This design comes from an exercise in tuning for small area and a short achievable clock period on the open sky130 flow, not from production work. In this exercise RTL edits were held to simulation tests only and were not proved equivalent to the original. Power and IR drop assume default switching activity.

==> flow/design.v <==
module Multi_Flop_Synchronizer #(
    parameter NUM_STAGES =2 
) (
    input  wire  async,
    input  wire  clk  ,
    input  wire  en   ,
    input  wire  rst  ,
    output reg   sync
);
reg [NUM_STAGES-2:0] Q  ;
    always @(posedge clk) begin
        if (!rst) begin
            {sync,Q}<='b0;
        end else if (en) begin
            {sync,Q}<={Q[NUM_STAGES-2:0],async};
        end
    end
endmodule
module Multi_Flop_Synchronizer_Multi_bits #(
    parameter NUM_STAGES =2,BUS_WIDTH=5
) (
    input  wire [BUS_WIDTH-1:0] ASYNC,
    input  wire  CLK  ,
    input  wire  EN   ,
    input  wire  RST  ,
    output wire  [BUS_WIDTH-1:0] SYNC
);
genvar i;
    generate
        for (i =0 ;i<=BUS_WIDTH-1; i=i+1 ) begin
            Multi_Flop_Synchronizer #(.NUM_STAGES(NUM_STAGES)) u0  (.async(ASYNC[i]),.clk(CLK),.en(EN),.rst(RST),.sync(SYNC[i])) ;
        end
    endgenerate
endmodule
module Pulse_Gen (
    input  wire Signal_in,
    input  wire clk      ,
    input  wire en       ,
    input  wire rst      ,
    output wire Pulse_out
);
    reg Q;
    always @(posedge clk) begin
        if (!rst) begin
            Q<='b0;
        end else if (en) begin
            Q<=Signal_in;
        end
    end
    assign Pulse_out= ((~Q) & Signal_in);
endmodule
module Data_Sync #(
    parameter NUM_STAGES =2,UNSYNC_BUS_WIDTH=8,BUS_WIDTH=1
) (
    input  wire [UNSYNC_BUS_WIDTH-1:0] Unsync_Bus,
    input  wire                        Enable    ,
    input  wire                        clk       ,
    input  wire                        en        ,
    input  wire                        rst       ,
    output reg  [UNSYNC_BUS_WIDTH-1:0] Sync_Bus  ,
    output reg                         Enable_Pulse              
);
    wire Enable_Sync ;
    wire Pulse_out;
    always @(posedge clk) begin
        if (en && Pulse_out) begin
            Sync_Bus<=Unsync_Bus;
        end 
    end
    always @(posedge clk) begin
        if (!rst) begin
            Enable_Pulse<='b0;
        end else if (en) begin
            Enable_Pulse<=Pulse_out;
        end 
    end
    Multi_Flop_Synchronizer_Multi_bits #(
        .NUM_STAGES (NUM_STAGES ),
        .BUS_WIDTH  (BUS_WIDTH  )
    )
    u_Multi_Flop_Synchronizer_Multi_bits(
    	.ASYNC (Enable ),
        .CLK   (clk   ),
        .EN    (en    ),
        .RST   (rst   ),
        .SYNC  (Enable_Sync  )
    );
    Pulse_Gen u_Pulse_Gen(
    	.Signal_in (Enable_Sync ),
        .clk       (clk       ),
        .en        (en        ),
        .rst       (rst       ),
        .Pulse_out (Pulse_out )
    );
endmodule
module RST_Sync (
    input  wire RST,
    input  wire clk,
    output reg  Sync_RST
);
    reg Q;
    always @(posedge clk or negedge RST) begin
        if (!RST) begin
            Q        <= 1'b0;
            Sync_RST <= 1'b0;
        end else begin
            Q        <= 1'b1;
            Sync_RST <= Q;
        end
    end
endmodule
module Clock_Divider #(
    parameter Division_Limit='d4
) (
    input  wire                      i_ref_clk  ,
    input  wire                      i_rst_n    ,
    input  wire                      i_clk_en   , 
    input  wire [Division_Limit-1:0] i_div_ratio,
    output reg                       o_div_tick
);
reg div_clk,odd_edge_tog;
wire Is_zero,Is_one,Is_odd,clk_en;
wire flip_even,flip_odd;
reg [Division_Limit-1:0] couter;
wire [Division_Limit-1:0] flip_pos,flip_neg;
always @(posedge i_ref_clk) begin
    if (!i_rst_n) begin
        div_clk<='b0;
        couter<='b0;
        odd_edge_tog<='b1;
    end else if (clk_en) begin
        if (flip_even) begin
            div_clk<=~div_clk;
            couter<='b0;
        end else if (flip_odd) begin
            div_clk<=~div_clk;
            couter<='b0;
            odd_edge_tog<=~odd_edge_tog;         
        end else begin
            couter<=couter+1'b1;
        end
    end 
end
assign Is_zero=~|(i_div_ratio);
assign Is_one =(i_div_ratio=='b1);
assign Is_odd =(i_div_ratio[0]=='b1);
assign flip_neg=(i_div_ratio>>1);
assign flip_pos=flip_neg - 1'b1 ;
assign clk_en=i_clk_en & ~Is_zero & ~Is_one;
assign flip_even=(!Is_odd)&&(couter==flip_pos);
assign flip_odd=(Is_odd &&(couter==flip_pos)&&odd_edge_tog) ||(Is_odd && (couter==flip_neg) && !odd_edge_tog);
always @(*) begin
    if (clk_en) begin
        o_div_tick=(!div_clk) && (flip_even || flip_odd);
    end else begin
        o_div_tick=1'b1;
    end
end
endmodule
module Bits_Counter #(
    parameter Counter_Size='d3, Start_Point='d0,Num_of_Bits=3'b111
) (
    input   wire                     clk    ,
    input   wire                     rst    ,
    input   wire                     enable ,
    output  reg [Counter_Size-1:0]   bits_counter,
    output  wire                      finish
);
    always @(posedge clk) begin
        if (!rst) begin
            bits_counter<=Start_Point;
        end else if (enable) begin
            bits_counter<=bits_counter+'b1;
        end
    end
   assign finish=(bits_counter==Num_of_Bits) & enable;
endmodule
module Edge_Bit_Counter #(
    parameter Counter_Size='d5, Start_Point='d0
) (
    input   wire                     clk    ,
    input   wire                     rst    ,
    input   wire                     enable , 
    input   wire [Counter_Size-1:0]  Prescale   ,
    output  reg  [Counter_Size-1:0]  edge_cnt,
    output  reg                     finish
);
wire counter_rst;
    always @(posedge clk) begin
        if (!rst) begin
            edge_cnt<=Start_Point;
        end else if (!counter_rst) begin
            edge_cnt<=Start_Point;
        end else begin
            edge_cnt<=edge_cnt+'b1;
        end
    end
    always @(posedge clk) begin
        if (!rst) begin
            finish<='b0;
        end else if (edge_cnt==Prescale-'d1) begin
            finish<='b1;
        end else begin
            finish<='b0;
        end
    end
    assign counter_rst=(~finish & enable );
endmodule
module Counter_Unit #(
    parameter Counter_Size='d5
) (
    input  wire clk,
    input  wire rst,
    input  wire enable,
    input  wire Data_enable, 
    input  wire [Counter_Size-1:0]  Prescale   ,
    output wire                     Finish_edge,
    output wire                     Finish_data,
    output wire [2:0]               bits_counter,
    output wire [Counter_Size-1:0]  edge_cnt
);
    wire Bits_counter_enable;
    assign Bits_counter_enable= Finish_edge & Data_enable;  
    Bits_Counter  u_Bits_Counter(
    	.clk    (clk    ),
        .rst    (rst    ),
        .enable (Bits_counter_enable ),
        .bits_counter(bits_counter),
        .finish (Finish_data )
    );
    Edge_Bit_Counter  u_Edge_Bit_Counter(
    	.clk      (clk      ),
        .rst      (rst      ),
        .enable   (enable   ),
        .Prescale (Prescale ),
        .edge_cnt (edge_cnt ),
        .finish   (Finish_edge   )
    );
endmodule
module Data_Sampling (
    input  wire                    RX_in   ,
    input  wire                    clk     ,
    input  wire                    rst     ,
    input  wire                    data_samp_en,
    output reg                     sampled_bit
);
reg [2:0] bits;
always @(posedge clk) begin
    if (!rst) begin
        bits<='b0;
    end else if (data_samp_en) begin
        bits<={bits[1:0],RX_in};
    end else begin
        bits<=bits;
    end
end
always @(*) begin
    if (!data_samp_en) begin
        if ((bits[0] & bits[1])||(bits[0] & bits[2])||(bits[2] & bits[1])) begin
            sampled_bit=1'b1;
        end else begin
            sampled_bit=1'b0;
        end
    end else begin
        sampled_bit=1'b0;
    end
end
endmodule
module Deserializer #(
    parameter bits_couner_size='d3 , Data_size='d8
) (
    input  wire sampled_bit,
    input  wire clk        ,
    input  wire rst        , 
    input  wire deser_en   ,
    input  wire [bits_couner_size-1:0] bits_counter, 
    output reg  [Data_size-1:0] Data 
);
always @(posedge clk) begin
    if (!rst) begin
        Data<='b0;
    end else if(deser_en) begin
        Data[bits_counter]<=sampled_bit;
    end
end
endmodule
module Error_Unit (
    input  wire  clk,
    input  wire  rst,
    input  wire  sampled_bit,
    input  wire  Compared_bit,
    input  wire  Enable,
    output  reg  Error
);
    always @(*) begin
        if (!Enable) begin
            Error='b0;
        end else if (sampled_bit!=Compared_bit) begin
            Error='b1;
        end else begin
             Error='b0;
        end
    end
endmodule
module RX_FSM #(parameter Counter_Size='d5) (
    input  wire clk,
    input  wire rst,
    input  wire RX_IN,  
    input  wire PAR_EN,  
    input  wire [1:0] Prescale,
    input  wire bit_cnt,  
    input  wire data_finish_flag, 
    input  wire [Counter_Size-1:0] edge_cnt,  
    input  wire [7:0] P_DATA ,
    input   wire PAR_TYP,
    input   wire Error,
    output  reg Compared_bit,
    output reg counter_en,  
    output reg bits_counter_en,  
    output reg Error_Unit_En,
    output reg data_samp_en,
    output reg deser_en,
    output reg data_valid
);
reg [2:0] CurrentState,NextState;
wire start_first,start_sec,start_third;
reg Rest_data_valid;
reg Error_REG;
reg Out_data_valid;
localparam Idle =3'b000, 
           Start=3'b001,
           Data =3'b011,
           Parity=3'b010,
           Stop=3'b110;
always @(posedge clk) begin
    if (!rst) begin
        CurrentState<=Idle;
    end else begin
        CurrentState<=NextState;
    end 
end           
always @(*) begin
    counter_en='b0;
    Error_Unit_En='b0;
    bits_counter_en='b0;
    deser_en='b0;
    Compared_bit='b0;
    Rest_data_valid='b0;
    Out_data_valid='b0;
    case (CurrentState)
       Idle : begin
        if (!RX_IN) begin
            NextState=Start;
            counter_en='b1;
        end else begin
            NextState=Idle;
            counter_en='b0;
        end
       end
       Start:begin
        Compared_bit='b0;
        Rest_data_valid='b1;
        Error_Unit_En=((Prescale[0]==1'b0)&(edge_cnt>=5'b00110))|((Prescale>=2'b01)&(edge_cnt>=5'b01000)) |((Prescale[1]==1'b1)&(edge_cnt>=5'b01100));
        if (Error) begin
            NextState=Idle;
            counter_en='b0;
        end else begin
            if (!bit_cnt) begin
            NextState=Start;
            counter_en='b1;
        end else begin
            NextState=Data;
            counter_en='b0;
        end
        end
       end
       Data:begin
        deser_en=((Prescale[0]==1'b0)&(edge_cnt>=5'b00110))|((Prescale>=2'b01)&(edge_cnt>=5'b01000)) |((Prescale[1]==1'b1)&(edge_cnt>=5'b01100));
        bits_counter_en='b1;
        if (!data_finish_flag) begin
            NextState=Data;
            counter_en='b1;
            bits_counter_en='b1;
        end else if (!PAR_EN) begin
            NextState=Stop;
            counter_en='b0;
        end else begin
            NextState=Parity;
            counter_en='b0;
        end
       end
       Parity:begin
        Error_Unit_En=((Prescale[0]==1'b0)&(edge_cnt>=5'b00110))|((Prescale>=2'b01)&(edge_cnt>=5'b01000)) |((Prescale[1]==1'b1)&(edge_cnt>=5'b01100));
        if (!PAR_TYP) begin
            Compared_bit=^P_DATA;
        end else begin
            Compared_bit=~^P_DATA;
        end
        if (!bit_cnt) begin
            NextState=Parity;
            counter_en='b1;
        end else begin
            NextState=Stop;
            counter_en='b0;
        end
       end
       Stop:begin
        Compared_bit='b1;
        Error_Unit_En=((Prescale[0]==1'b0)&(edge_cnt>=5'b00110))|((Prescale>=2'b01)&(edge_cnt>=5'b01000)) |((Prescale[1]==1'b1)&(edge_cnt>=5'b01100));
        if (!bit_cnt) begin
            NextState=Stop;
            counter_en='b1;
        end else  if (!RX_IN) begin 
            NextState=Start;
            counter_en='b0;
            Out_data_valid='b1;
        end else begin
            NextState=Idle;
            Out_data_valid='b1;
            counter_en='b0;
        end
        end
        default: begin
            NextState=Idle;
        end
    endcase
end
always @(posedge clk) begin
    if (!rst) begin
        data_valid<='b0;
    end else if(Out_data_valid) begin
        data_valid<=~Error_REG;
    end else begin
        data_valid<='b0;
    end
end
always @(posedge clk) begin
    if (!rst) begin
        Error_REG<='b0;
    end else if(Rest_data_valid)begin
        Error_REG<='b0;
    end else if (Error_Unit_En)  begin   
        Error_REG<=Error|Error_REG;
    end
end
always @(*) begin
    if (start_first || start_sec || start_third) begin
        data_samp_en='b1;
    end else begin
        data_samp_en='b0;
    end
end
assign start_first=(Prescale[0]==1'b0)&((edge_cnt==5'b00010)|(edge_cnt==5'b00011)|(edge_cnt==5'b00100));
assign start_sec=(Prescale==2'b01)&((edge_cnt==5'b00100)|(edge_cnt==5'b00101)|(edge_cnt==5'b00110));
assign start_third=(Prescale[1]==1'b1)&((edge_cnt==5'b01000)|(edge_cnt==5'b01001)|(edge_cnt==5'b01010));    
endmodule
module RX #(
    parameter Counter_Size='d5, Start_Point='d1
) (
    input  wire                    clk_Top     ,
    input  wire                    rst_Top     ,
    input  wire                    RX_IN_Top   ,
    input  wire [Counter_Size-1:0] Prescale_Top,
    input  wire                    PAR_EN_TOP  ,
    input  wire                    PAR_TYP_Top ,
    output wire                    Data_Valid_Top,
    output wire [7:0]              P_Data_Top
);
wire bit_cnt_Top;  
wire [Counter_Size-1:0] edge_cnt_Top;  
wire enable_Top;  
wire par_err_Top,start_err_Top,stop_err_Top;  
wire par_check_en_Top,start_check_en_Top,stop_check_en_Top;  
wire data_samp_en_Top;  
wire deser_en_Top,deser_en_FSM_Top;  
wire sampled_bit_Top;
wire data_finish_flag_Top,bits_counter_en_Top;
wire [2:0] bits_counter_Top;
wire Compared_bit_Top,Error_Unit_En_Top,Error_Top;
RX_FSM u_RX_FSM(
    .clk              (clk_Top              ),
    .rst              (rst_Top              ),
    .RX_IN            (RX_IN_Top            ),
    .PAR_EN           (PAR_EN_TOP           ),
    .Prescale         (Prescale_Top[4:3]          ),
    .bit_cnt          (bit_cnt_Top          ),
    .data_finish_flag (data_finish_flag_Top ),
    .edge_cnt         (edge_cnt_Top         ),
    .P_DATA           (P_Data_Top           ),  
    .PAR_TYP          (PAR_TYP_Top          ),  
    .Error            (Error_Top            ),
    .Compared_bit     (Compared_bit_Top     ),
    .counter_en       (enable_Top       ),
    .bits_counter_en  (bits_counter_en_Top  ),
    .Error_Unit_En    (Error_Unit_En_Top    ), 
    .data_samp_en     (data_samp_en_Top     ),
    .deser_en         (deser_en_FSM_Top         ),
    .data_valid       (Data_Valid_Top       )
);
Error_Unit u_Error_Unit(
    .clk          (clk_Top          ),
    .rst          (rst_Top          ),
    .sampled_bit  (sampled_bit_Top  ),
    .Compared_bit (Compared_bit_Top ),
    .Enable       (Error_Unit_En_Top       ),
    .Error        (Error_Top        )
);
Counter_Unit u_Counter_Unit(
    .clk         (clk_Top         ),
    .rst         (rst_Top         ),
    .enable      (enable_Top       ),
    .Data_enable (bits_counter_en_Top ),
    .Prescale    (Prescale_Top    ),
    .Finish_edge (bit_cnt_Top ),
    .Finish_data (data_finish_flag_Top ),
    .bits_counter(bits_counter_Top),
    .edge_cnt    (edge_cnt_Top    )
);
    Data_Sampling  u_Data_Sampling(
    	.RX_in        (RX_IN_Top        ),
        .clk          (clk_Top          ),
        .rst          (rst_Top          ),
        .data_samp_en (data_samp_en_Top ),
        .sampled_bit  (sampled_bit_Top  )
    );
Deserializer u_Deserializer(
    .sampled_bit  (sampled_bit_Top  ),
    .clk          (clk_Top          ),
    .rst          (rst_Top          ),
    .deser_en     (deser_en_FSM_Top),  
    .bits_counter (bits_counter_Top ),
    .Data         (P_Data_Top         )
);
endmodule
module UART_TX_Top (
    input  wire       clk,
    input  wire       tick,
    input  wire       RST,
    input  wire [7:0] P_Data_UART,
    input  wire       Data_Valid_UART,
    input  wire       Par_En_UART,
    input  wire       Par_Type_UART,
    output wire       TX_Out_UART,
    output wire       Busy_UART
);
localparam Idle  = 2'b00,
           Start = 2'b01,
           Data  = 2'b11,
           Parity= 2'b10;
reg  [1:0] Current_State, Next_State, State_N;
reg  [2:0] Counter;
reg  [7:0] Data_Reg;    
reg        Par_Bit;
reg  [7:0] Data_N;
reg        Par_N;
reg        Out_N;
wire Ser_En   = (Current_State == Data);
wire Ser_Done = (Counter == 3'b111);
assign Busy_UART = (Current_State != Idle);
always @(*) begin
    case (Current_State)
        Idle:    Next_State = Data_Valid_UART ? Start : Idle;
        Start:   Next_State = Data;
        Data:    Next_State = Ser_Done ? (Par_En_UART ? Parity : Idle) : Data;
        default: Next_State = Data_Valid_UART ? Start : Idle;
    endcase
end
always @(*) begin
    State_N = tick ? Next_State : Current_State;
    if (!tick)
        Data_N = Data_Reg;
    else if (Data_Valid_UART)
        Data_N = P_Data_UART;
    else if (Ser_En)
        Data_N = Data_Reg >> 1;
    else
        Data_N = Data_Reg;
    Par_N = tick ? (Par_Type_UART ? ~^P_Data_UART : ^P_Data_UART) : Par_Bit;
    case (State_N)
        Idle:    Out_N = 1'b1;
        Start:   Out_N = 1'b0;
        Data:    Out_N = Data_N[0];
        default: Out_N = Par_N;
    endcase
end
always @(posedge clk) begin
    if (!RST) begin
        Current_State <= Idle;
        Counter       <= 3'b0;
    end else begin
        Current_State <= State_N;
        if (tick)
            Counter <= Ser_En ? Counter + 1'b1 : 3'b0;
    end
end
reg TX_Out_Inv;
always @(posedge clk or negedge RST) begin
    if (!RST)
        TX_Out_Inv <= 1'b0;
    else
        TX_Out_Inv <= ~Out_N;
end
assign TX_Out_UART = ~TX_Out_Inv;
always @(posedge clk) begin
    Data_Reg <= Data_N;
    Par_Bit  <= Par_N;
end
endmodule
module ALU (
    input  wire        clk      ,
    input  wire        Gate_En  ,
    input  wire        rst      ,
    input  wire [7:0]  Operand_A,
    input  wire [7:0]  Operand_B,
    input  wire [3:0]  ALU_Fun  ,
    input  wire        Enable   ,
    input  wire        Restart  ,
    output wire [7:0]  ALU_Lo_N ,
    output reg  [7:0]  ALU_Hi   ,
    output reg         Out_Valid,
    output reg         Clearing ,
    output reg  [3:0]  Eng_Cnt
);
reg  [7:0] R, Q;    
reg  [7:0] H, L;    
wire       clr   = Restart | (Eng_Cnt == 4'd15);
wire       run   = ~Eng_Cnt[3];
wire       a_bit = Operand_A[~Eng_Cnt[2:0]];
wire       b_bit = Operand_B[Eng_Cnt[2:0]];
wire [8:0] T     = {R, a_bit};
wire [9:0] D     = {1'b0, T} - {2'b0, Operand_B};
wire       ge    = ~D[9];
wire [8:0] S     = {1'b0, H} + (b_bit ? {1'b0, Operand_A} : 9'd0);
always @(posedge clk) begin
    if (!rst) begin
        Eng_Cnt  <= 4'd15;
        Clearing <= 1'b1;
    end else begin
        if (Restart || Eng_Cnt == 4'd15)
            Eng_Cnt <= 4'd0;
        else if (run)
            Eng_Cnt <= Eng_Cnt + 1'b1;
        if (Eng_Cnt == 4'd7)
            Clearing <= 1'b0;
    end
end
always @(posedge clk) begin
    if (clr) begin
        R <= 8'd0;
        H <= 8'd0;
    end else if (run) begin
        R <= ge ? D[7:0] : T[7:0];
        Q <= {Q[6:0], ge};
        H <= S[8:1];
        L <= {S[0], L[7:1]};
    end
end
wire       sub  = |ALU_Fun;
wire [8:0] sum  = {1'b0, Operand_A} + {1'b0, Operand_B ^ {8{sub}}} + {8'd0, sub};
wire [7:0] x    = Operand_A ^ Operand_B;
wire [7:0] a    = Operand_A & Operand_B;
wire [7:0] o    = Operand_A | Operand_B;
wire       eq   = ~|x;
wire       lt   = ~sum[8];
wire       gt   = sum[8] & ~eq;
wire       bz   = ~|Operand_B;
reg [7:0] lo, hi;
always @(*) begin
    lo = 8'd0;
    hi = 8'd0;
    case (ALU_Fun)
        4'd0:  begin lo = sum[7:0]; hi = {7'd0, sum[8]}; end
        4'd1:  begin lo = sum[7:0]; hi = {8{~sum[8]}}; end
        4'd2:  begin lo = L; hi = H; end
        4'd3:  lo = bz ? 8'd0 : Q;
        4'd4:  lo = a;
        4'd5:  lo = o;
        4'd6:  begin lo = ~a; hi = 8'hFF; end
        4'd7:  begin lo = ~o; hi = 8'hFF; end
        4'd8:  lo = x;
        4'd9:  begin lo = ~x; hi = 8'hFF; end
        4'd10: lo = {7'd0, eq};
        4'd11: lo = {7'd0, gt};
        4'd12: lo = {7'd0, lt};
        4'd13: lo = {1'b0, Operand_A[7:1]};
        4'd14: begin lo = {Operand_A[6:0], 1'b0}; hi = {7'd0, Operand_A[7]}; end
        default: ;
    endcase
end
assign ALU_Lo_N = Enable ? lo : 8'd0;
always @(posedge clk) begin
    if (Gate_En)
        ALU_Hi <= Enable ? hi : 8'd0;
end
always @(posedge clk) begin
    if (!rst)
        Out_Valid <= 1'b0;
    else
        Out_Valid <= Enable;
end
endmodule
module REG_File (
    input  wire        clk         , 
    input  wire        rst         ,
    input  wire [3:0]  Rd_Address  ,
    input  wire [15:0] Row_We      ,
    input  wire        RdEn        ,
    input  wire [7:0]  WrData      ,
    input  wire [15:0] Clr_Row     ,
    input  wire        Clearing    ,
    output wire [7:0]  RdData_N    ,
    output reg         RdData_Valid,
    output wire [7:0]  REG0_ALU_A  ,
    output wire [7:0]  REG1_ALU_B  ,
    output wire [6:0]  REG2_UART   ,
    output wire [3:0]  REG3_DIV  
);
    wire [7:0]  Wr_Val = Clearing ? 8'd0 : WrData;
    wire [7:0]  Row [0:15];
    reg  [7:0]  Cfg2, Cfg3;
    genvar k;
    generate
        for (k = 0; k < 16; k = k + 1) begin : g_row
            if (k == 2 || k == 3) begin : g_rst
                assign Row[k] = (k == 2) ? Cfg2 : Cfg3;
            end else begin : g_nrst
                reg [7:0] Data;
                always @(posedge clk) begin
                    if (Row_We[k] || Clr_Row[k])
                        Data <= Wr_Val;
                end
                assign Row[k] = Data;
            end
        end
    endgenerate
    always @(posedge clk) begin
        if (!rst) begin
            Cfg2 <= 8'h1C;
            Cfg3 <= 8'h08;
        end else begin
            if (Row_We[2]) Cfg2 <= WrData;
            if (Row_We[3]) Cfg3 <= WrData;
        end
    end
    always @(posedge clk) begin
        if (!rst)
            RdData_Valid <= 1'b0;
        else
            RdData_Valid <= RdEn;
    end
    assign RdData_N   = Row[Rd_Address];
    assign REG0_ALU_A = Row[0];
    assign REG1_ALU_B = Row[1];
    assign REG2_UART  = Cfg2[6:0];
    assign REG3_DIV   = Cfg3[3:0];
endmodule
module RX_Controler (
    input  wire        clk        ,
    input  wire        rst        ,
    output wire        ALU_Enable ,
    output wire        CLK_Gate_En,
    output wire [15:0] Row_We     ,
    output wire        REG_RdEn   ,
    input  wire [7:0]  Rx_P_Data  ,
    input  wire        RX_Valid
);
localparam Idle         = 3'b000,
           REG_Wr_Add   = 3'b001,
           REG_Wr_Data  = 3'b011,
           REG_Rd_Add   = 3'b010,
           ALU_Wr_A     = 3'b110,
           ALU_Wr_B     = 3'b100,
           ALU_Fun_State= 3'b101;
reg [2:0] Current_State, Next_State;
reg [3:0] Saved_Data;    
wire In_Wr_Add  = (Current_State == REG_Wr_Add);
wire In_Wr_Data = (Current_State == REG_Wr_Data);
wire In_Wr_A    = (Current_State == ALU_Wr_A);
wire In_Wr_B    = (Current_State == ALU_Wr_B);
wire In_Fun     = (Current_State == ALU_Fun_State);
wire Cmd_DD     = (Rx_P_Data == 8'hDD);
assign REG_RdEn    = RX_Valid && (Current_State == REG_Rd_Add);
assign ALU_Enable  = RX_Valid && In_Fun;
assign CLK_Gate_En = RX_Valid && ((Current_State == Idle && Cmd_DD) || In_Wr_B || In_Fun);
genvar k;
generate
    for (k = 0; k < 16; k = k + 1) begin : g_we
        assign Row_We[k] = RX_Valid && ((In_Wr_Data && Saved_Data == k) ||
                                        (k == 0 && In_Wr_A) || (k == 1 && In_Wr_B));
    end
endgenerate
always @(posedge clk) begin
    if (!rst)
        Current_State <= Idle;
    else
        Current_State <= Next_State;
end
always @(posedge clk) begin
    if (RX_Valid && In_Wr_Add)
        Saved_Data <= Rx_P_Data[3:0];
end
always @(*) begin
    Next_State = Current_State;
    case (Current_State)
        Idle: begin
            if (RX_Valid) begin
                case (Rx_P_Data)
                    8'hAA:   Next_State = REG_Wr_Add;
                    8'hBB:   Next_State = REG_Rd_Add;
                    8'hCC:   Next_State = ALU_Wr_A;
                    8'hDD:   Next_State = ALU_Fun_State;
                    default: Next_State = Idle;
                endcase
            end
        end
        REG_Wr_Add:    if (RX_Valid) Next_State = REG_Wr_Data;
        REG_Wr_Data:   if (RX_Valid) Next_State = Idle;
        REG_Rd_Add:    if (RX_Valid) Next_State = Idle;
        ALU_Wr_A:      if (RX_Valid) Next_State = ALU_Wr_B;
        ALU_Wr_B:      if (RX_Valid) Next_State = ALU_Fun_State;
        ALU_Fun_State: if (RX_Valid) Next_State = Idle;
        default:       Next_State = Idle;
    endcase
end
endmodule
module Tx_Controler #(
    parameter Data_width ='d8,ALU_Output_Data_width='d16
) (
    input  wire                     clk         ,
    input  wire                     rst         ,
    input  wire [Data_width-1:0]    ALU_Hi      ,
    input  wire                     ALU_Valid   ,
    input  wire [Data_width-1:0]    Shared_Lo   ,    
    input  wire                     REG_Rd_Valid,
    input  wire                    Tx_Busy      ,
    output reg  [Data_width-1:0]   Tx_P_Data    ,
    output reg                     Tx_Valid     ,
    output wire                    In_REG_Packet,
    output wire                    In_ALU_Packet_1
); 
wire [1:0] Flags;
assign Flags={REG_Rd_Valid,ALU_Valid};
reg [2:0] Current_State,Next_State;
localparam Idle ='b000 ,
           REG_Packet='b001,
           ALU_Packet_1='b011,
           Wait='b010,
           ALU_Packet_2='b110;
assign In_REG_Packet   = (Current_State == REG_Packet);
assign In_ALU_Packet_1 = (Current_State == ALU_Packet_1);
always @(posedge clk) begin
    if (!rst) begin
        Current_State<=Idle;
    end else begin
        Current_State<=Next_State;
    end
end
always @(*) begin
   Tx_Valid='b0;
   Tx_P_Data='b0;
   case (Current_State)
    Idle:begin 
        if (!Tx_Busy) begin
            case (Flags)
            'b10:Next_State=REG_Packet;
            'b01: Next_State=ALU_Packet_1;
            default:Next_State=Idle; 
        endcase
        end else begin
            Next_State=Idle;
        end
    end 
    REG_Packet:begin
        Tx_Valid='b1;
        Tx_P_Data=Shared_Lo;
        if (Tx_Busy) begin
           Next_State=Idle; 
        end else begin
            Next_State=REG_Packet;
        end
    end
    ALU_Packet_1:begin
        Tx_Valid='b1;
        Tx_P_Data=Shared_Lo;
        if (Tx_Busy) begin
           Next_State=Wait; 
        end else begin
            Next_State=ALU_Packet_1;
        end
    end
    Wait:begin
        if (!Tx_Busy) begin
            Next_State=ALU_Packet_2; 
        end else begin
            Next_State=Wait;
        end
    end
    ALU_Packet_2:begin
        Tx_Valid='b1;
        Tx_P_Data=ALU_Hi;
        if (Tx_Busy) begin
           Next_State=Idle; 
        end else begin
            Next_State=ALU_Packet_2;
        end
    end
    default: Next_State=Idle; 
   endcase
end
endmodule
module Design_Top (
    input  wire    CLK     ,
    input  wire    RST     , 
    input  wire    RX_IN   ,
    output wire    TX_OUT 
);
wire Sync_RST;
RST_Sync u_RST_Sync (
    .RST      (RST      ),
    .clk      (CLK      ),
    .Sync_RST (Sync_RST )
);
wire       RX_Valid_Top;
wire [7:0] Rx_P_Data_Top;
wire [6:0] REG2_UART_Config_Top;
wire [3:0] REG3_DIV_Top;
RX u_RX1(
    .clk_Top        (CLK                         ),
    .rst_Top        (Sync_RST                    ),
    .RX_IN_Top      (RX_IN                       ),
    .Prescale_Top   (REG2_UART_Config_Top[6:2]   ),
    .PAR_EN_TOP     (REG2_UART_Config_Top[0]     ),
    .PAR_TYP_Top    (REG2_UART_Config_Top[1]     ),
    .Data_Valid_Top (RX_Valid_Top                ),
    .P_Data_Top     (Rx_P_Data_Top               )
);
reg [2:0] RX_Valid_Dly;
always @(posedge CLK) begin
    if (!Sync_RST)
        RX_Valid_Dly <= 3'b0;
    else
        RX_Valid_Dly <= {RX_Valid_Dly[1:0], RX_Valid_Top};
end
wire RX_Valid_Syn = RX_Valid_Dly[2];
wire        ALU_Enable_Top, CLK_Gate_En_Top;
wire        ALU_Out_Valid_Top;
wire [15:0] Row_We;
wire        REG_RdEn_Top;
RX_Controler u_RX_Controler(
    .clk         (CLK               ),
    .rst         (Sync_RST          ),
    .ALU_Enable  (ALU_Enable_Top    ),
    .CLK_Gate_En (CLK_Gate_En_Top   ),
    .Row_We      (Row_We            ),
    .REG_RdEn    (REG_RdEn_Top      ),
    .Rx_P_Data   (Rx_P_Data_Top     ),
    .RX_Valid    (RX_Valid_Syn      )
);
wire       REG_Rd_Valid_Top;
wire [7:0] REG_RdData_N;
wire [7:0] Operand_A_Top, Operand_B_Top;
wire       Clearing;
wire [3:0] Eng_Cnt;
wire [15:0] Clr_Row;
genvar k;
generate
    for (k = 0; k < 16; k = k + 1) begin : g_clr
        if (k < 2)
            assign Clr_Row[k] = Clearing && (Eng_Cnt == 4'd15);
        else if (k < 4)
            assign Clr_Row[k] = 1'b0;
        else if (k < 12)
            assign Clr_Row[k] = Clearing && (Eng_Cnt == k - 4);
        else
            assign Clr_Row[k] = Clearing && (Eng_Cnt == k - 12);
    end
endgenerate
REG_File u_REG_File(
    .clk          (CLK              ),
    .rst          (Sync_RST         ),
    .Rd_Address   (Rx_P_Data_Top[3:0]),
    .Row_We       (Row_We           ),
    .RdEn         (REG_RdEn_Top     ),
    .WrData       (Rx_P_Data_Top    ),
    .Clr_Row      (Clr_Row          ),
    .Clearing     (Clearing         ),
    .RdData_N     (REG_RdData_N     ),
    .RdData_Valid (REG_Rd_Valid_Top ),
    .REG0_ALU_A   (Operand_A_Top    ),
    .REG1_ALU_B   (Operand_B_Top    ),
    .REG2_UART    (REG2_UART_Config_Top),
    .REG3_DIV     (REG3_DIV_Top     )
);
wire [7:0] ALU_Lo_N;
wire [7:0] ALU_Hi;
ALU u_ALU(
    .clk       (CLK               ),
    .Gate_En   (CLK_Gate_En_Top   ),
    .rst       (Sync_RST          ),
    .Operand_A (Operand_A_Top     ),
    .Operand_B (Operand_B_Top     ),
    .ALU_Fun   (Rx_P_Data_Top[3:0]),
    .Enable    (ALU_Enable_Top    ),
    .Restart   (Row_We[0] | Row_We[1]),
    .ALU_Lo_N  (ALU_Lo_N          ),
    .ALU_Hi    (ALU_Hi            ),
    .Out_Valid (ALU_Out_Valid_Top ),
    .Clearing  (Clearing          ),
    .Eng_Cnt   (Eng_Cnt           )
);
wire       In_REG_Packet, In_ALU_Packet_1;
reg  [7:0] Shared_Lo;
always @(posedge CLK) begin
    if (REG_RdEn_Top && !In_ALU_Packet_1)
        Shared_Lo <= REG_RdData_N;
    else if (CLK_Gate_En_Top && !In_REG_Packet)
        Shared_Lo <= ALU_Lo_N;
end
wire       Tx_Busy_Top, Tx_Busy_UnSyn;
wire       Tx_Valid_Top_UnSyn;
wire [7:0] Tx_P_Data_Top_UnSyn;
Tx_Controler u_Tx_Controler(
    .clk          (CLK                 ),
    .rst          (Sync_RST            ),
    .ALU_Hi       (ALU_Hi              ),
    .ALU_Valid    (ALU_Out_Valid_Top   ),
    .Shared_Lo    (Shared_Lo           ),
    .REG_Rd_Valid (REG_Rd_Valid_Top    ),
    .Tx_Busy      (Tx_Busy_Top         ),
    .Tx_P_Data    (Tx_P_Data_Top_UnSyn ),
    .Tx_Valid     (Tx_Valid_Top_UnSyn  ),
    .In_REG_Packet   (In_REG_Packet    ),
    .In_ALU_Packet_1 (In_ALU_Packet_1  )
);
Multi_Flop_Synchronizer u_Busy_Syn(
    .async (Tx_Busy_UnSyn ),
    .clk   (CLK           ),
    .en    (1'b1          ),
    .rst   (Sync_RST      ),
    .sync  (Tx_Busy_Top   )
);
wire       TX_TICK;
wire       TX_IN_V_Top_Syn;
wire [7:0] TX_IN_P_Top_Syn;
Clock_Divider u_Clock_Divider(
    .i_ref_clk   (CLK          ),
    .i_rst_n     (Sync_RST     ),
    .i_clk_en    (1'b1         ),
    .i_div_ratio (REG3_DIV_Top ),
    .o_div_tick  (TX_TICK      )
);
Data_Sync u_Tx_Data_Syn(
    .Unsync_Bus   (Tx_P_Data_Top_UnSyn ),
    .Enable       (Tx_Valid_Top_UnSyn  ),
    .clk          (CLK                 ),
    .en           (TX_TICK             ),
    .rst          (Sync_RST            ),
    .Sync_Bus     (TX_IN_P_Top_Syn     ),
    .Enable_Pulse (TX_IN_V_Top_Syn     )
);
UART_TX_Top u_UART_TX_Top1(
    .clk             (CLK                     ),
    .tick            (TX_TICK                 ),
    .RST             (Sync_RST                ),
    .P_Data_UART     (TX_IN_P_Top_Syn         ),
    .Data_Valid_UART (TX_IN_V_Top_Syn         ),
    .Par_En_UART     (REG2_UART_Config_Top[0] ),
    .Par_Type_UART   (REG2_UART_Config_Top[1] ),
    .TX_Out_UART     (TX_OUT                  ),
    .Busy_UART       (Tx_Busy_UnSyn           )
);
endmodule
==> flow/run.sh <==
#!/bin/bash
# synth_recipe.tcl (not shown) runs the flow's synth.tcl, then flattens the netlist and writes it again
# the make line also repeats each setting of config.mk as NAME=value (left out here)
make -C /OpenROAD-flow-scripts/flow DESIGN_CONFIG=/design/flow/config.mk WORK_HOME=/design/flow/orfs CLKGATE_MAP_FILE= SYNTH_SCRIPT=/design/flow/synth_recipe.tcl finish
==> flow/config.mk <==
export PLATFORM = sky130hd
export DESIGN_NAME = Design_Top
export DESIGN_NICKNAME = Design_Top
export VERILOG_FILES = /design/flow/design.v
export SDC_FILE = /design/flow/constraint.sdc
export NUM_CORES = 4
export LEC_CHECK = 0
export ABC_AREA = 1
export CAP_MARGIN = 0
export CORE_MARGIN = 2
export CORE_UTILIZATION = 55
export CTS_BUF_LIST = sky130_fd_sc_hd__clkbuf_8
export CTS_CLUSTER_DIAMETER = 60
export CTS_CLUSTER_SIZE = 20
export SLEW_MARGIN = 0
==> flow/constraint.sdc <==
create_clock -name core_clock -period 35.0 [get_ports {CLK}]
set_input_delay 7.0000 -clock core_clock [delete_from_list [all_inputs] [get_ports {CLK}]]
set_output_delay 7.0000 -clock core_clock [all_outputs]
set_load 0.01 [all_outputs]
==> results.txt, run 1 <==
Final layout:
- The net count reported at finish is 1521.
- The post-route netlist has 6.840% of its cells at a drive strength greater than 1.
- The area growth from synthesis to final layout is 7.205%.
- 0 antenna diodes ended up in the layout.
- For this run, the share of the core covered by cells in the final layout is 60.10%.
- The count of cells in the finished layout, fillers not included, comes to 1781.

Logic synthesis:
- The synthesized design spends more area on one cell type than any other, namely edfxtp_1.
- By area the synthesized netlist is led by edfxtp_1 (37%), dfxtp_1 (14%), nand2_1 (8.4%).
- The share of cell area taken by muxes after synthesis is 0%.
- By area, the combinational part of the netlist is dominated by simple AND/OR/NAND/NOR gates.
- The count of yosys warnings during synthesis is 18.
- The post-synthesis share of cell area spent on full adders, half adders and majority gates is 7.376%.
- Yosys instantiated no cell more often than nand2_1.
- The xor-xnor portion of the synthesized cell area is 2.124%.
- The fraction of registers with async set/reset is 1.163%.
- Synthesis produced 1435 cells.
- The top flip-flop cell by instance count after synthesis is edfxtp_1.
- Sequential elements use 51.61% of the synthesized area.
- The synthesized design contains 163 enable-type register cells.
- The count of unique library cells instantiated by Yosys is 59.
- The post-synthesis net count is 1514.
- The synthesized netlist devotes 14.28% of its cell area to compound gates.
- The fraction of synthesized cell area taken by the top area cell type is 37.09%.
- Counting flops and latches in the post-synthesis netlist gives 258.
- The mapped netlist covers 0.01320 mm².
- Summing the areas of all and, or, nand and nor instances in the mapped netlist gives 18.67% of the synthesized area.
- Counting instances in the post-synthesis netlist gives the leading cell types as nand2_1 (295), edfxtp_1 (163), inv_1 (155), nor2_1 (103), a21oi_1 (102).
- Averaged over all synthesized cells, the footprint is 9.197 µm².

Timing:
- The count of final max-slew check failures is 0.
- The minimum clock period after layout is 8.488 ns.
- The worst hold slack is 0.2919 ns.
- The aggregate negative setup slack is 0 ns.
- The final-report setup violation count is 0.
- Setup repair after global routing left no endpoint under its margin.
- Dividing the final minimum period by the clock period gives 24.25%.
- For the final database, setup skew stands at 0.04552 ns.
- The headroom to the max-slew limit is 14.84%.
- Based on the critical path, the design can be clocked at up to 0.1178 GHz.
- The total count of hold-check failures in the final report is 0.
- The actual transition at the worst max-transition pin is 1.273 ns.

Routing:
- After detailed routing, the number of vias per cell comes to 5.852.
- The wire length per cell after detailed routing is 19.99 µm.
- The remaining routing DRC violations is 0.
- The detailed router placed 10420 vias in this run.
- The number of antenna-violating nets in the routed design is 0.
- The number of detailed-routing iterations run before antenna repair is 6.
- The post-detailed-routing wire length is 35.61 mm.
- The detailed router finished its first iteration with 1120 violations.

Floorplanning:
- The vertical extent of the die is 158.9 µm.
- The horizontal extent of the die is 158.9 µm.
- The total area inside the core boundary comes to 0.02354 mm².
- For this design the top-level I/O count stands at 4.
- After floorplanning, the core was divided into 56 placement rows.
- The initial core utilization is 56.06%.
- The die covers 0.02525 mm².

Clock tree:
- For this design, the sink count on the clock tree is 258.
- The cell sitting at the root of the clock tree is a clkbuf_8.
- The buffer depth of the longest clock path is 3.
- The clock transition at the registers of the reported paths is 0.09 ns.
- In this run, post-CTS repair resized a total of 0 instances.
- TritonCTS built the clock tree.
- The number of buffers created by CTS is 26.
- CTS built an H-tree with a depth of 1.
- In this run, post-CTS hold repair placed 0 buffers.
- The number of setup buffers added after CTS is 0.
- The clock reaches the later pin of the worst-skew pair after 0.60 ns.

Hold path:
- The min-delay analysis places its worst path in the category flip-flop to async pin.

Worst setup path:
- The register-to-register path setup slack is 31.38 ns.
- The reg-to-reg endpoint is Shared_Lo[7]$_DFFE_PP_.
- For this run, the slowest stage of the critical path takes 0.52 ns.
- The worst setup path is launched from a flip-flop.
- The worst path required time is 28.00 ns.
- The signal on the critical path passes through inv_1, clkdlybuf4s50_1.
- For the worst flop-to-flop path, the logic depth is 7.
- The worst setup path is captured at an output pin.
- The highest-delay cell along the critical path is clkdlybuf4s50_1.
- The arrival time reported for the critical path endpoint is 1.49 ns.
- Along the worst path, the maximum fanout reaches 1.
- The startpoint identified for the worst register-to-register timing path is u_RX1.u_Deserializer.Data[3]$_SDFFE_PN0P_.
- The critical path is of the flip-flop to output pin type.

Global routing:
- The total congestion overflow is 0.
- The number of global-route vias before repair came to 9787.
- Across every metal layer, demand over resource in global routing totals 28.16%.
- The global-route wire length before repair is 55.89 mm.
- Entering global routing, the biggest net connects 48 pins.
- The number of antenna violations at the first check in global routing is 0.

Run:
- Max-cap violations in this run came to 0.

Power and ir drop:
- The leakage power of the design is 0.005628 µW.
- Power spread over the standard cell area amounts to 59.89 mW/mm².
- IR analysis of the VDD net gives a maximum drop of 0.05890 mV.

Status:
- The flow ran to the end and the layout has no timing, DRC or antenna violations.

Place:
- Routability-driven placement finished with a final weighted congestion of 0.9471.
- During placement, the flow inserted port buffers numbering 3.
- After legalization and detailed placement, the total HPWL measured 25.64 mm.
- In this run, placement finished with an instance count of 1733.
==> where the power goes <==
group          internal, µW  total (µW)  leakage (µW)  switching, µW
combinational          80.9         243       0.00294            163
clock                  94.7         216      0.000302            121
sequential              355         388       0.00238           33.0
total                   531         847       0.00563            316
==> logic make-up after synthesis <==
logic type | after synthesis
AND/OR/NAND/NOR | 558
AO/OA/AOI/OAI | 313
flip-flops | 258
buffers and inverters | 197
adder cells (fa/ha/maj) | 76
XOR/XNOR | 32
other | 1
==> cell type report <==
type                            instances  area, µm²
Fill cell                            2100       9394
Sequential cell                       258       6812
Multi-Input combinational cell        980       5618
Inverter                              166      625.6
Tap cell                              319      399.1
Clock buffer                           27      371.6
Clock inverter                         21      240.2
Timing Repair Buffer                   10      82.58
==> layer usage <==
layer / global-route usage, % / vias to the layer above / part of all wire (%) / wire length [µm]
li1: - / 5006 / - / -
met1: 39.96 / 4922 / 43 / 15420
met2: 44.92 / 412 / 45 / 16160
met3: 4.206 / 83 / 8.0 / 2841
met4: 8.967 / 0 / 3.3 / 1185
met5: 0 / - / 0 / 0
==> metrics by stage <==
| step | total power [µW] | worst slack, ns | area (µm²) |
|---|---|---|---|
| 2_1_floorplan | 565.6 | 27.39 | 13200 |
| 3_3_place_gp | 632.1 | 26.88 | 13540 |
| 3_5_place_dp | 632.5 | 26.87 | 13540 |
| 4_1_cts | 846.7 | 26.48 | 14150 |
| 5_1_grt | 895.7 | 26.45 | 14150 |
| 6_report | 847.4 | 26.51 | 14150 |
==> sequential cells by signal, summed over array words and instances (netlist names), 4 cells and up, named ones only <==
name / flops
u_REG_File.g_row.g_nrst.Data: 112
Shared_Lo: 8
u_ALU.ALU_Hi: 8
u_ALU.H: 8
u_ALU.L: 8
u_ALU.Q: 8
u_ALU.R: 8
u_REG_File.Cfg2: 8
u_REG_File.Cfg3: 8
u_RX1.u_Deserializer.Data: 8
u_Tx_Data_Syn.Sync_Bus: 8
u_UART_TX_Top1.Data_Reg: 8
u_RX1.u_Counter_Unit.u_Edge_Bit_Counter.edge_cnt: 5
u_ALU.Eng_Cnt: 4
u_Clock_Divider.couter: 4
u_RX_Controler.Saved_Data: 4
==> how the worst max path moves through the flow <==
| stage | start | end | depth (start not counted) |
|---|---|---|---|
| finish | u_UART_TX_Top1.TX_Out_Inv$_DFF_PN0_ | TX_OUT | 2 |
| global route | u_UART_TX_Top1.TX_Out_Inv$_DFF_PN0_ | TX_OUT | 2 |
| CTS | u_UART_TX_Top1.TX_Out_Inv$_DFF_PN0_ | TX_OUT | 2 |
| detailed placement | RX_IN | flip-flop | 7 |
| global placement | RX_IN | flip-flop | 7 |
| floorplan | RX_IN | flip-flop | 6 |
==> layout by cell type (no fill, tap or decap), drive strengths merged, types with 6 or more instances in the layout <==
cell	count
a211oi	7
a221oi	11
inv	165
a21oi	103
nor4	6
nand3	74
clkbuf	27
clkinv	17
buf	7
xor2	19
dfxtp	92
o22ai	16
edfxtp	163
nor2	108
nand3b	6
o211ai	12
ha	73
a22o	16
xnor2	13
nand2	316
o21ai	106
o2111ai	6
nand4	29
o221ai	7
a31oi	13
nor3	14
==> critical path: cells and delay by family (launching register included) <==
kind,cells,cell delay [ns]
buffers and inverters,2,0.56
flip-flops,1,0.37
==> run 2: changes to the inputs <==
==> flow/flow/run.sh (new file) <==
#!/bin/bash
# The standard layout, with the port buffers made of sky130 buf_4 cells
# (buffer_ports would otherwise pick the slow clkdlybuf4s50_1).
set -euo pipefail
bash standard.sh "BUFFER_PORTS_ARGS=-buffer_cell sky130_fd_sc_hd__buf_4" finish > standard.log 2>&1
==> flow/standard.sh (new file) <==
#!/bin/bash
# synth_recipe.tcl (not shown) runs the flow's synth.tcl, then flattens the netlist and writes it again
# the make line also repeats each setting of config.mk as NAME=value (left out here)
make -C /OpenROAD-flow-scripts/flow DESIGN_CONFIG=/design/flow/config.mk WORK_HOME=/design/flow/orfs CLKGATE_MAP_FILE= SYNTH_SCRIPT=/design/flow/synth_recipe.tcl "${@:-finish}"
--- a/flow/config.mk
+++ b/flow/config.mk
@@ -10,6 +10,6 @@
 export CORE_MARGIN = 2
 export CORE_UTILIZATION = 55
-export CTS_BUF_LIST = sky130_fd_sc_hd__clkbuf_8
+export CTS_BUF_LIST = sky130_fd_sc_hd__clkbuf_8 sky130_fd_sc_hd__clkbuf_16
 export CTS_CLUSTER_DIAMETER = 60
-export CTS_CLUSTER_SIZE = 20
+export CTS_CLUSTER_SIZE = 25
 export SLEW_MARGIN = 0
removed: flow/run.sh
==> run 2 against run 1 <==
  * Synthesized cell count stayed put
  * Setup slack better by 0.47 ns
  * Highest routed layer unchanged
  * Flip-flop and latch count stayed put
  * First-iteration DRC count is 1.8% higher
  * Worst hold slack better by 0.027 ns
  * Cell count is 0.28% lower
  * Critical path depth stayed put
  * Area after synthesis stayed put
  * Via count is 0.69% lower
  * Combinational power hardly changed
  * Sequential power hardly changed
  * Power is 8.6% higher
  * Critical endpoint unchanged
==> results.txt, run 2 <==
Run:
- The reported max-cap violation count is 0 (unchanged).

Final layout:
- The diode insertion count for antenna repair came to 0 (unchanged).
- The largest register by flop count was u_REG_File.g_row.g_nrst.Data (unchanged).
- The layout cell share with drive strength beyond 1 came to 7.001% (was 6.840%).
- The number of flip-flops under the largest register name is 112 (unchanged).
- The commonest non-fill, non-tap cell in the layout is nand2_1 (unchanged).
- Most frequent cells in the layout: nand2_1 (295), edfxtp_1 (163), inv_1 (155) (was nand2_1 (295), edfxtp_1 (163), inv_1 (156)).
- The area growth from synthesis to final layout is 9.357% (was 7.205%).
- The net count reported at finish is 1518 (was 1521).

Worst setup path:
- The category of the most critical setup path is flip-flop to output pin (unchanged).
- The highest-delay cell along the critical path is dfrtp_1 (was clkdlybuf4s50_1).
- The launching element type of the critical path is a flip-flop (unchanged).
- The register-to-register path setup slack is 31.32 ns (was 31.38 ns).
- The number of stages on the worst setup path was 2 (unchanged).
- The source of the worst register-to-register timing path was u_RX1.u_Deserializer.Data[3]$_SDFFE_PN0P_ (unchanged).
- The maximum fanout along the worst path was 1 (unchanged).
- The number of cells traversed by the worst register-to-register path is 7 (unchanged).
- The largest stage delay on the critical path was 0.36 ns (was 0.52 ns).
- The arrival time reported for the critical path endpoint is 1.02 ns (was 1.49 ns).
- The element type at the critical path end is an output pin (unchanged).
- The buffering stage count on the worst path with inverters included is 2 (unchanged).
- The cell family with the largest share of critical-path delay was flip-flops (was buffers and inverters).
- The worst path required time is 28.00 ns (about the same).
- Critical Path, Cell by Cell: inv_1, buf_4 (was inv_1, clkdlybuf4s50_1).
- The reg-to-reg endpoint was Shared_Lo[4]$_DFFE_PP_ (was Shared_Lo[7]$_DFFE_PP_).

Timing:
- The headroom to the max-slew limit is 19.94% (was 14.84%).
- The maximum clock frequency was 0.1247 GHz (was 0.1178 GHz).
- The minimum clock period after layout is 8.017 ns (was 8.488 ns).
- The actual transition at the worst max-transition pin came to 1.196 ns (was 1.273 ns).
- The total count of hold-check failures in the final report is 0 (unchanged).
- The final worst-path cycle share is 22.90% (was 24.25%).
- RSZ-0062 raised after global routing: no (unchanged).
- The final-report setup violation count is 0 (unchanged).
- The aggregate negative setup slack was 0 ns (unchanged).
- The count of final max-slew check failures is 0 (unchanged).
- The worst setup skew after layout is 0.04706 ns (was 0.04552 ns).

Logic synthesis:
- The number of enable flip-flop cells after synthesis is 163 (unchanged).
- The top flip-flop cell by instance count after synthesis is edfxtp_1 (unchanged).
- The post-synthesis net count is 1514 (unchanged).
- The sequential area share after synthesis is 51.61% (unchanged).
- The most frequent cell after synthesis is nand2_1 (unchanged).
- The count of unique library cells instantiated by Yosys is 59 (unchanged).
- The fraction of synthesized cell area taken by the top area cell type is 37.09% (unchanged).
- The total standard cell area after synthesis is 0.01320 mm² (unchanged).
- Commonest cells in the netlist: nand2_1 (295), edfxtp_1 (163), inv_1 (155), nor2_1 (103), a21oi_1 (102) (unchanged).
- The gate count after technology mapping is 1435 (unchanged).
- The flip-flop and latch count after synthesis is 258 (unchanged).
- The fraction of registers with async set/reset was 1.163% (unchanged).
- The largest area contributor in the netlist is edfxtp_1 (unchanged).
- The post-synthesis average cell area is 9.197 µm² (unchanged).
- Synth area leaders: edfxtp_1 (37%), dfxtp_1 (14%), nand2_1 (8.4%) (unchanged).
- The count of yosys warnings during synthesis is 18 (unchanged).

Clock tree:
- The clock transition at the registers of the reported paths is 0.06 ns (was 0.09 ns).
- The number of buffers created by CTS was 24 (was 26).
- The clock tree from TritonCTS is done (unchanged).
- The clock root buffer master is clkbuf_16 (was clkbuf_8).
- The number of gates resized after CTS is 0 (unchanged).
- The buffer depth of the longest clock path is 3 (unchanged).
- The setup fix buffers added after clock tree synthesis came to 0 (unchanged).
- The number of buffers inserted for hold repair after clock tree synthesis is 0 (unchanged).
- The clock net sink count is 258 (unchanged).
- The number of levels in the clock H-tree was 1 (unchanged).
- The insertion delay of the later-clocked pin in the worst-skew pair came to 0.55 ns (was 0.60 ns).

Global routing:
- The maximum number of pins on one net before global-route repair came to 48 (unchanged).
- The number of antenna violations at the first check in global routing was 0 (unchanged).
- The total congestion overflow is 0 (unchanged).
- The all-layer global routing usage is 28.35% (was 28.16%).
- The global-route wire length before repair came to 56.22 mm (was 55.89 mm).
- The number of global-route vias before repair was 9779 (was 9787).

Floorplanning:
- The boundary pin count was 4 (unchanged).
- The vertical extent of the die is 158.9 µm (unchanged).
- The site row count is 56 (unchanged).
- The initial core utilization was 56.06% (unchanged).
- The core box area came to 0.02354 mm² (unchanged).
- The die area is 0.02525 mm² (unchanged).
- The horizontal extent of the die is 158.9 µm (unchanged).

Place:
- The routability-driven placement congestion ratio came to 0.9675 (was 0.9471).
- The count of port buffers added during placement came to 3 (unchanged).
- The half-perimeter wire length after detailed placement is 25.73 mm (was 25.64 mm).

Routing:
- The violation count after the first detailed-route iteration is 1140 (was 1120).
- The total number of vias is 10350 (was 10420).
- The post-detailed-routing wire length is 35.64 mm (was 35.61 mm).
- The number of detailed-routing iterations run before antenna repair is 5 (was 6).
- The number of antenna-violating nets in the routed design came to 0 (unchanged).
- The ratio of routed vias to standard cells is 5.828 (was 5.852).
- The remaining routing DRC violations is 0 (unchanged).
- The wire length per cell after detailed routing was 20.06 µm (was 19.99 µm).

Power and ir drop:
- The total power per unit cell area is 63.77 mW/mm² (was 59.89 mW/mm²).
- The leakage power of the design came to 0.005760 µW (was 0.005628 µW).
- The peak supply drop is 0.04991 mV (was 0.05890 mV).
- The total power is 920.4 µW (was 847.4 µW).

Status:
- Run status: timing/DRC/antenna clean (unchanged).

Hold path:
- The classification of the worst-slack hold path is flip-flop to async pin (unchanged).
==> run 2: cell type report <==
| type | count | area [µm²] |
|---|---|---|
| clock buffer | 26 | 650.6 |
| sequential | 258 | 6812 |
| clock inverter | 18 | 260.3 |
| fill | 2049 | 9110 |
| multi-input combinational | 980 | 5618 |
| tap | 319 | 399.1 |
| inverter | 166 | 625.6 |
| timing repair buffer | 9 | 67.56 |
==> run 2: cell families after synthesis <==
kind of cell             share of synthesized area, %
AO/OA/AOI/OAI                                   14.28
XOR/XNOR                                        2.124
adder cells (fa/ha/maj)                         7.376
buffers and inverters                           5.916
flip-flops                                      51.61
other                                         0.02841
AND/OR/NAND/NOR                                 18.67
==> run 2: layer usage <==
metal,vias to the layer above,part of all wire [%],GRT usage [%]
met3,84,7.8,4.180
met2,405,45,44.64
met5,-,0,0
met1,4858,44,40.62
met4,0,3.6,9.339
li1,5004,-,-
==> run 2: worst register-to-register path, stage by stage, from the launching register on <==
cell	delay (ns)
dfxtp_1	0.56
ha_1	0.36
nand2_1	0.24
inv_1	0.48
nand3_1	0.28
o41ai_2	0.89
o31ai_1	0.19
nand2_1	0.32
==> run 2: power by group <==
part	leakage, µW	internal [µW]	switching [µW]
clock	0.000439	148	141
sequential	0.00238	356	32.2
combinational	0.00294	81.2	162
==> run 2: how the worst max path moves through the flow <==
| stage | start | end | slack, ns |
|---|---|---|---|
| after CTS | u_UART_TX_Top1.TX_Out_Inv$_DFF_PN0_ | TX_OUT | 26.96 |
| after floorplan | RX_IN | flip-flop | 27.39 |
| after global placement | RX_IN | flip-flop | 27.26 |
| final | u_UART_TX_Top1.TX_Out_Inv$_DFF_PN0_ | TX_OUT | 26.98 |
| after global routing | u_UART_TX_Top1.TX_Out_Inv$_DFF_PN0_ | TX_OUT | 26.94 |
| after detailed placement | RX_IN | flip-flop | 27.25 |
==> run 2: per-stage QoR <==
stage	worst slack, ns	instances	hold WS [ns]	util, %	instance area, µm²
5_1_grt	26.94	1776	0.3547	61.30	14430
6_report	26.98	1776	0.3192	61.30	14430
4_1_cts	26.96	1776	0.3360	61.30	14430
3_3_place_gp	27.26	1732	0.3196	57.44	13520
3_5_place_dp	27.25	1732	0.3198	57.44	13520
2_1_floorplan	27.39	1435	0.004397	-	13200
==> run 3: changes to the inputs <==
--- a/flow/config.mk
+++ b/flow/config.mk
@@ -10,6 +10,6 @@
 export CORE_MARGIN = 2
 export CORE_UTILIZATION = 55
-export CTS_BUF_LIST = sky130_fd_sc_hd__clkbuf_8 sky130_fd_sc_hd__clkbuf_16
-export CTS_CLUSTER_DIAMETER = 60
-export CTS_CLUSTER_SIZE = 25
+export CTS_BUF_LIST = sky130_fd_sc_hd__clkbuf_16
+export CTS_CLUSTER_DIAMETER = 80
+export CTS_CLUSTER_SIZE = 30
 export SLEW_MARGIN = 0
==> run 3 against run 2 <==
  * Worst hold slack worse by 0.00095 ns
  * Maximum frequency up 0.17%
  * Power down 10%
  * Routed wire length down 1.1%
  * First-iteration DRC count up 5.6%
  * Largest cell class unchanged
  * Register-to-register slack better by 0.06 ns
  * Final area down 2.9%
  * Highest routed layer unchanged
  * Combinational power about the same
==> results.txt, run 3 <==
Logic synthesis:
- Synth area leaders: edfxtp_1 (37%), dfxtp_1 (14%), nand2_1 (8.4%) (unchanged).
- The count of yosys warnings during synthesis is 18 (unchanged).
- The flip-flop and latch count after synthesis is 258 (unchanged).
- The total standard cell area after synthesis came to 0.01320 mm² (unchanged).
- The gate count after technology mapping was 1435 (unchanged).
- The most frequent cell after synthesis is nand2_1 (unchanged).
- The sequential area share after synthesis is 51.61% (unchanged).
- The largest area contributor in the netlist is edfxtp_1 (unchanged).
- The fraction of registers with async set/reset is 1.163% (unchanged).
- The post-synthesis average cell area is 9.197 µm² (unchanged).
- The fraction of synthesized cell area taken by the top area cell type was 37.09% (unchanged).
- Commonest cells in the netlist: nand2_1 (295), edfxtp_1 (163), inv_1 (155), nor2_1 (103), a21oi_1 (102) (unchanged).
- The count of unique library cells instantiated by Yosys is 59 (unchanged).
- The number of enable flip-flop cells after synthesis is 163 (unchanged).
- The top flip-flop cell by instance count after synthesis is edfxtp_1 (unchanged).
- The post-synthesis net count is 1514 (unchanged).

Worst setup path:
- Critical Path, Cell by Cell: inv_1, buf_4 (unchanged).
- The maximum fanout along the worst path was 1 (unchanged).
- The buffering stage count on the worst path with inverters included is 2 (unchanged).
- The number of stages on the worst setup path was 2 (unchanged).
- The launching element type of the critical path was a flip-flop (unchanged).
- The worst path required time is 28.00 ns (about the same).
- The arrival time reported for the critical path endpoint came to 1.00 ns (was 1.02 ns).
- The highest-delay cell along the critical path is dfrtp_1 (unchanged).
- The critical path startpoint is u_UART_TX_Top1.TX_Out_Inv$_DFF_PN0_ (unchanged).
- The cell family with the largest share of critical-path delay is flip-flops (unchanged).
- The category of the most critical setup path is flip-flop to output pin (unchanged).
- The largest stage delay on the critical path is 0.37 ns (was 0.36 ns).
- The number of cells traversed by the worst register-to-register path is 7 (unchanged).
- The element type at the critical path end is an output pin (unchanged).
- The source of the worst register-to-register timing path is u_RX1.u_Deserializer.Data[3]$_SDFFE_PN0P_ (unchanged).

Power and ir drop:
- The peak supply drop is 0.05766 mV (was 0.04991 mV).
- The switching power is 299.3 µW (was 336.1 µW).
- The share of total power in sequential cells came to 46.9% (was 42.1%).
- The total power per unit cell area is 58.99 mW/mm² (was 63.77 mW/mm²).
- The relative contribution of the clock network to total power is 23.6% (was 31.4%).
- The leakage power of the design is 0.005565 µW (was 0.005760 µW).
- The switching fraction of total power was 36.21% (was 36.51%).
- The part of the total power dissipated in combinational logic is 29.4% (was 26.5%).
- The total power is 826.4 µW (was 920.4 µW).
- The total internal power came to 527.1 µW (was 584.4 µW).

Timing:
- The worst hold slack is 0.3182 ns (was 0.3192 ns).
- The worst setup skew after layout is 0.02803 ns (was 0.04706 ns).
- The minimum clock period after layout is 8.003 ns (was 8.017 ns).
- The count of final max-slew check failures is 0 (unchanged).
- RSZ-0062 raised after global routing: no (unchanged).
- The actual transition at the worst max-transition pin is 1.155 ns (was 1.196 ns).
- The maximum clock frequency came to 0.1250 GHz (was 0.1247 GHz).
- The final worst-path cycle share is 22.87% (was 22.90%).
- The final-report setup violation count is 0 (unchanged).
- The headroom to the max-slew limit is 22.70% (was 19.94%).
- The setup slack after layout came to 27.00 ns (was 26.98 ns).
- The aggregate negative setup slack is 0 ns (unchanged).
- The total count of hold-check failures in the final report is 0 (unchanged).

Run:
- The reported max-cap violation count is 0 (unchanged).

Clock tree:
- The buffer depth of the longest clock path is 3 (unchanged).
- The number of buffers inserted for hold repair after clock tree synthesis is 0 (unchanged).
- The setup fix buffers added after clock tree synthesis is 0 (unchanged).
- The clock tree from TritonCTS is done (unchanged).
- The clock net sink count is 258 (unchanged).
- The number of levels in the clock H-tree came to 1 (unchanged).
- The insertion delay of the later-clocked pin in the worst-skew pair is 0.51 ns (was 0.55 ns).
- The number of gates resized after CTS is 0 (unchanged).
- The number of buffers created by CTS is 14 (was 24).
- The clock transition at the registers of the reported paths is 0.10 ns (was 0.06 ns).
- The clock root buffer master is clkbuf_16 (unchanged).

Final layout:
- The number of standard cells in the final layout excluding fillers is 1756 (was 1776).
- The sequential cell area is 0.006812 mm² (unchanged).
- The commonest non-fill, non-tap cell in the layout is nand2_1 (unchanged).
- The net count reported at finish is 1508 (was 1518).
- Most frequent cells in the layout: nand2_1 (295), edfxtp_1 (163), inv_1 (156) (was nand2_1 (295), edfxtp_1 (163), inv_1 (155)).
- The multi-input logic area was 0.005618 mm² (unchanged).
- The number of flip-flops under the largest register name is 112 (unchanged).
- The layout cell share with drive strength beyond 1 was 5.637% (was 7.001%).
- The diode insertion count for antenna repair came to 0 (unchanged).
- The largest register by flop count is u_REG_File.g_row.g_nrst.Data (unchanged).
- The fill cell total of the finished layout was 2091 (was 2049).
- The area growth from synthesis to final layout is 6.143% (was 9.357%).

Place:
- The cell count after placement is 1732 (unchanged).
- The setup slack after placement is 27.25 ns (unchanged).
- The count of port buffers added during placement is 3 (unchanged).
- The routability-driven placement congestion ratio is 0.9675 (unchanged).
- The half-perimeter wire length after detailed placement is 25.73 mm (unchanged).

Routing:
- The number of antenna-violating nets in the routed design is 0 (unchanged).
- The number of detailed-routing iterations run before antenna repair is 5 (unchanged).
- The violation count after the first detailed-route iteration came to 1204 (was 1140).
- The remaining routing DRC violations was 0 (unchanged).
- The total number of vias is 10280 (was 10350).
- The ratio of routed vias to standard cells is 5.852 (was 5.828).
- The post-detailed-routing wire length is 35.24 mm (was 35.64 mm).
- The wire length per cell after detailed routing is 20.07 µm (was 20.06 µm).

Floorplanning:
- The horizontal extent of the die is 158.9 µm (unchanged).
- The boundary pin count was 4 (unchanged).
- The core box area is 0.02354 mm² (unchanged).
- The vertical extent of the die was 158.9 µm (unchanged).
- The die area is 0.02525 mm² (unchanged).
- The site row count is 56 (unchanged).
- The initial core utilization is 56.06% (unchanged).

Global routing:
- The total congestion overflow is 0 (unchanged).
- The maximum number of pins on one net before global-route repair is 48 (unchanged).
- The all-layer global routing usage is 28.11% (was 28.35%).
- The number of antenna violations at the first check in global routing is 0 (unchanged).
- The number of global-route vias before repair is 9634 (was 9779).
- The global-route wire length before repair came to 55.73 mm (was 56.22 mm).

Status:
- Run status: timing/DRC/antenna clean (unchanged).

Hold path:
- The classification of the worst-slack hold path is flip-flop to async pin (unchanged).
[run 3: cell count changes in the layout (fill, tap and decap cells not counted)]
cell       delta
clkinv_16     -1
inv_6         -2
clkinv_8      -7
bufinv_16     +1
inv_16        -1
inv_1         +1
inv_12        +1
inv_8         -2
clkinv_2      +1
clkbuf_16    -11
[run 3: area by class of cell]
class	instances	area share (%)
clock buffer	15	2.680
clock inverter	9	0.7949
inverter	166	4.466
multi-input combinational	980	40.10
sequential	258	48.62
tap	319	2.849
timing repair buffer	9	0.4823
[run 3: path summary, 6_finish.rpt]
check	endpoint	slack, ns
setup / recovery	TX_OUT	27.00
hold reg to reg	u_UART_TX_Top1.TX_Out_Inv$_DFF_PN0_	0.32
max in group asynchronous	u_RST_Sync.Sync_RST$_DFF_PN0_	28.63
hold / removal	u_UART_TX_Top1.TX_Out_Inv$_DFF_PN0_	0.32
setup reg to reg	Shared_Lo[4]$_DFFE_PP_	31.38
min in group core_clock	u_RST_Sync.Sync_RST$_DFF_PN0_	0.38
[run 3: worst register-to-register path, stage by stage, from the launching register on]
cell and delay (ns):
dfxtp_1 0.57, ha_1 0.35, nand2_1 0.24, inv_1 0.48, nand3_1 0.28, o41ai_2 0.88
o31ai_1 0.19, nand2_1 0.32
[run 3: cell families (layout without fill, tap and decap cells)]
logic type / count (synthesis) / after routing / synth area share (%)
adders and majority gates: 76 / 76 / 7.376
DFF: 258 / 258 / 51.61
AOI/OAI and AO/OA: 313 / 313 / 14.28
and+or+nand+nor: 558 / 558 / 18.67
xor gates and xnor gates: 32 / 32 / 2.124
other: 1 / 1 / 0.02841
buffers and inverters: 197 / 199 / 5.916
[run 3: power groups by stage]
stage | clock network [µW] | registers [µW] | logic (µW)
floorplan | 0 | 378 | 188
global placement | 0 | 394 | 238
detailed placement | 0 | 394 | 239
CTS | 199 | 387 | 241
global route | 209 | 391 | 277
finish | 195 | 388 | 243
[run 3: routing by layer]
metal / vias to the layer above / track usage [%] / wire length (µm)
met5: - / 0 / 0
met4: 0 / 8.926 / 1349
met3: 85 / 3.657 / 2566
met2: 409 / 44.46 / 15840
met1: 4811 / 40.57 / 15490
li1: 4971 / - / -
[run 3: metrics by stage]
step,cell area [µm²],utilization (%)
CTS,14010,59.50
global route,14010,59.50
global placement,13520,57.44
detailed placement,13520,57.44
finish,14010,59.50
floorplan,13200,-

separate check: timing with driven ports:
The flow's constraints put no driver on any port. The routed layouts listed below were extracted and timed again, unchanged, in two steps.
Step 1 assumes that a clkbuf_16 drives the clock port and a buf_2 every other input.
Step 2 moves the port delays by t, midway between the first and last clock arrival at a register: inputs arrive t later, outputs are due t later. That takes back most of the time a late clock gives input paths.
Slacks: ideal / step 1 / step 2; pairs: ideal / step 1.
run | t (ns) | setup slack, ns | cell pins on the clock port's net
run 1 | 0.619 | 26.512 / 26.467 / 26.824 | 1
run 2 | 0.581 | 26.983 / 26.935 / 27.234 | 1
run 3 | 0.544 | 26.997 / 26.950 / 27.240 | 1
After both steps every run listed still meets setup and hold.
